This is an optimization exercise on Yosys and OpenROAD, whose aim is small area and a short achievable clock period, not a production implementation. In this exercise RTL edits were held to simulation tests only and were not proved equivalent to the original. Power is estimated from default activity; no workload was simulated.

==> flow/design.v (excerpt) <==
module systolic_2x2 #(parameter DATA_TYPE = 3'b011) (
    input clk,
    input rst,
    input load_in,
    input [31:0] row_in_row0, row_in_row1,
    input [31:0] col_in_col0, col_in_col1,
    output [63:0] result_row00, result_row01, result_row10, result_row11,
    output carry_00, carry_01, carry_10, carry_11,
    output reg done,
    output reg valid_op
);
export LEC_CHECK = 0
export CAP_MARGIN = 20
export CELL_PAD_IN_SITES_DETAIL_PLACEMENT = 1
export CORE_MARGIN = 2
export CORE_UTILIZATION = 45
export CTS_CLUSTER_DIAMETER = 80
export CTS_CLUSTER_SIZE = 28
export PLACE_DENSITY = 0.55
export SETUP_SLACK_MARGIN = 2.45
export SLEW_MARGIN = 45
create_clock -name core_clock -period 5.0 [get_ports {clk}]
standard.sh (not shown) runs the stock make flow with config.mk's settings and CLKGATE_MAP_FILE= SYNTH_SCRIPT=/design/flow/synth_recipe.tcl, a recipe that flattens the netlist after the stock synthesis.
==> flow/flow/run.sh <==
#!/bin/bash
# Own layout flow: the standard flow, except in synthesis:
#  - the prefix adder modules (pfx_*) and the tree's full/half adder modules
#    (fa3, ha2) are kept apart until the design is flattened at the end;
#  - ABC maps the accumulator adder, the other prefix adders and the rest of the
#    design with the scripts named in MY_ABC_PLAN / MY_ABC_MAIN below.
#  - clock tree synthesis adds no dummy loads (CTS_ARGS below).
# Every register, and everything else, is the standard flow's.
set -euo pipefail
W=$(pwd)
F=$W/flow
KEEP="pfx_car33 pfx_add64pg pfx_sum65 fa3 ha2"
# CTS as the standard flow runs it (same clustering as config.mk), without the
# dummy loads it adds at the tree's leaves
CTS="-sink_clustering_enable -repair_clock_nets -sink_clustering_size 28 -sink_clustering_max_diameter 80 -dont_use_dummy_load"
# same make call as standard.sh, with our synthesis script in place of synth_recipe.tcl
sed -e "s#SYNTH_SCRIPT=[^ ]*synth_recipe.tcl#SYNTH_SCRIPT=$W/my_synth.tcl#" \
    -e "s#CLKGATE_MAP_FILE= #CLKGATE_MAP_FILE= 'SYNTH_KEEP_MODULES=$KEEP' 'CTS_ARGS=$CTS' #" standard.sh > my_standard.sh
grep -q "SYNTH_SCRIPT=$W/my_synth.tcl" my_standard.sh
grep -q "SYNTH_KEEP_MODULES=" my_standard.sh
grep -q "CTS_ARGS=" my_standard.sh
sed "s#@FLOW_SYNTH@#$W/synth_recipe.tcl#" $F/my_synth.tcl.in > $W/my_synth.tcl
export MY_FLOW=$F
export MY_ABC_PLAN="adder_fast.abc pfx_sum65 adder_fast.abc pfx_car33 adder.abc pfx_add64pg"
export MY_ABC_MAIN=main.abc
bash my_standard.sh synth > $W/synth.log 2>&1
bash my_standard.sh finish > $W/layout.log 2>&1
test -f out/final.def
==> flow/flow/adder.abc <==
strash
dch
map -D 1600
buffer -c
topo
upsize -c
dnsize -c
==> flow/flow/adder_fast.abc <==
strash
dch
map
buffer -c
topo
upsize -c
dnsize -c
==> flow/flow/main.abc <==
strash
dch
map -D 2000
buffer -c
topo
upsize -c
dnsize -c
==> flow/flow/my_synth.tcl.in <==
# synth_recipe.tcl, with other ABC scripts: the prefix adders first (the
# accumulator's with its own script), then the rest of the design
proc abc {args} {
  set i [lsearch -exact $args -script]
  foreach {script mods} $::env(MY_ABC_PLAN) {
    set a $args
    lset a [expr {$i + 1}] $::env(MY_FLOW)/$script
    puts "own flow: abc with $script on $mods"
    yosys abc {*}$a {*}$mods
  }
  set a $args
  lset a [expr {$i + 1}] $::env(MY_FLOW)/$::env(MY_ABC_MAIN)
  puts "own flow: abc with $::env(MY_ABC_MAIN) on the rest"
  yosys abc {*}$a
}
source @FLOW_SYNTH@
Then changed:
==> flow/flow/run.sh (replaced) <==
#!/bin/bash
# Own layout flow: the standard flow, except in synthesis:
#  - the prefix adder modules (pfx_*) and the tree's full/half adder modules
#    (fa3, ha2) are kept apart until the design is flattened at the end;
#  - ABC maps the accumulator adder, the other prefix adders and the rest of the
#    design with the scripts named in MY_ABC_PLAN / MY_ABC_MAIN below.
# Every register, and everything after synthesis, is the standard flow's.
set -euo pipefail
W=$(pwd)
F=$W/flow
KEEP="pfx_car33 pfx_add64pg pfx_sum65 fa3 ha2"
# same make call as standard.sh, with our synthesis script in place of synth_recipe.tcl
sed -e "s#SYNTH_SCRIPT=[^ ]*synth_recipe.tcl#SYNTH_SCRIPT=$W/my_synth.tcl#" \
    -e "s#CLKGATE_MAP_FILE= #CLKGATE_MAP_FILE= 'SYNTH_KEEP_MODULES=$KEEP' #" standard.sh > my_standard.sh
grep -q "SYNTH_SCRIPT=$W/my_synth.tcl" my_standard.sh
grep -q "SYNTH_KEEP_MODULES=" my_standard.sh
sed "s#@FLOW_SYNTH@#$W/synth_recipe.tcl#" $F/my_synth.tcl.in > $W/my_synth.tcl
export MY_FLOW=$F
export MY_ABC_PLAN="adder_fast.abc pfx_sum65 adder_fast.abc pfx_car33 adder.abc pfx_add64pg"
export MY_ABC_MAIN=main.abc
bash my_standard.sh synth > $W/synth.log 2>&1
bash standard.sh finish > $W/layout.log 2>&1
test -f out/final.def
Settings changed: CORE_UTILIZATION 45 to 35, CTS_CLUSTER_DIAMETER 80 to 70, CTS_CLUSTER_SIZE 28 to 24, PLACE_DENSITY 0.55 to 0.5, SETUP_SLACK_MARGIN 2.45 to 2.3, SLEW_MARGIN 45 to 60.
Effect: Clock power increases by 38%; sequential power hardly moves; count of clock-buffer cells in the layout increases by 143; sequential share of layout area decreases by 0.85 points; hold slack improved by 0.036 ns; design area increases by 1.7%.

========
build 58:
Another version of the RTL of systolic_2x2 (not shown whole).
For scale: ~22,000 cells after synthesis, ~390 I/O pins.
clock: 5.0 ns
lec_check: 0
cap_margin: 20
cell_pad_in_sites_detail_placement: 1
core_margin: 2
core_utilization: 35
cts_cluster_diameter: 70
cts_cluster_size: 24
place_density: 0.5
setup_slack_margin: 2.2
slew_margin: 20
synth_hierarchical: 1
==> flow/flow/run.sh <==
#!/bin/bash
# Own layout flow: the standard flow, except that synthesis maps the prefix
# adder modules (pfx_add*) with a delay-oriented ABC script. Everything else,
# including the registers, is exactly the standard synthesis.
set -euo pipefail
W=$(pwd)
F=$W/flow
# same make call as standard.sh, with our synthesis script in place of synth_recipe.tcl
sed "s#SYNTH_SCRIPT=[^ ]*synth_recipe.tcl#SYNTH_SCRIPT=$W/my_synth.tcl#" standard.sh > my_standard.sh
grep -q "SYNTH_SCRIPT=$W/my_synth.tcl" my_standard.sh
sed "s#@FLOW_SYNTH@#$W/synth_recipe.tcl#" $F/my_synth.tcl.in > $W/my_synth.tcl
export MY_ABC_SCRIPT=$F/adder.abc
export MY_ABC_MODS="pfx_add*"
bash my_standard.sh synth > $W/synth.log 2>&1
bash standard.sh finish > $W/layout.log 2>&1
test -f out/final.def
==> flow/flow/my_synth.tcl.in <==
# synth_recipe.tcl, with ABC run first on the adder modules with another script
proc abc {args} {
  set i [lsearch -exact $args -script]
  set fast $args
  lset fast [expr {$i + 1}] $::env(MY_ABC_SCRIPT)
  puts "own flow: abc with $::env(MY_ABC_SCRIPT) on $::env(MY_ABC_MODS)"
  yosys abc {*}$fast {*}$::env(MY_ABC_MODS)
  yosys abc {*}$args
}
source @FLOW_SYNTH@
Scripts as last shown in full above: flow/flow/adder.abc
What trial 91 does differently from build 58 at the input level:
- clearing CTS_CLUSTER_SIZE, which used to be 24
- clearing CTS_CLUSTER_DIAMETER, which used to be 70
Sequential share of layout area down 1.7 points in trial 91 wrt build 58
Wire length of the first global-routing pass was higher in trial 91 than in build 58.
Looking at total power draw, trial 91 sits 12% higher than build 58 does.
| filler cell count | trial 91 vs build 58 | about 0.75% lower |
Cmp build 58 and trial 91 / via count / lower: build 58
From build 58 to trial 91 the numbers moved as follows: synthesis-to-layout area growth has increased, buffering stage count on the worst path with inverters included was more or less identical, final-layout clock buffer total increased by about 100% relative to the old numbers.
On post-route worst hold slack, build 58 tracks trial 91 almost exactly.
Compared to build 58, the router laid down more metal wire for trial 91.

## static timing again, ports no longer ideal
How much do the figures lean on ideal ports? The routed layouts below were timed once more, with nothing changed but the port constraints.
Step 1 (the two cells are an assumption about what drives the block):
set clk [get_ports {clk}]
set_driving_cell -lib_cell sky130_fd_sc_hd__clkbuf_16 $clk
set_driving_cell -lib_cell sky130_fd_sc_hd__buf_2 [delete_from_list [all_inputs] $clk]
Step 2 moves the port delays by t, midway between the first and last clock arrival at a register: inputs arrive t later, outputs are due t later. That takes back most of the time a late clock gives input paths.
Slacks: no drivers / after step 1 / after step 2; pairs: no drivers / after step 1.
run | t, ns | slack for setup (ns) | clock arrival spread, ns | worst slew at a driven data input, ns | cell pins on the clock port's net
the first run of note 1 | 1.119 | 2.321 / 2.264 / 1.712 | 0.133 / 0.133 | 0.08 | 1
the second run of note 1 | 1.208 | 2.260 / 2.177 / 1.641 | 0.150 / 0.149 | 0.08 | 1
build 58 | 1.193 | 2.165 / 2.144 / 1.896 | 0.092 / 0.092 | 0.28 | 1
trial 91 | 1.234 | 2.179 / 2.111 / 1.886 | 0.091 / 0.090 | 0.30 | 1
After both steps every run listed still meets setup and hold. The setup slack of the second run of note 1, which loses most, moves by -0.083 ns with the drivers and by -0.619 ns with both steps.
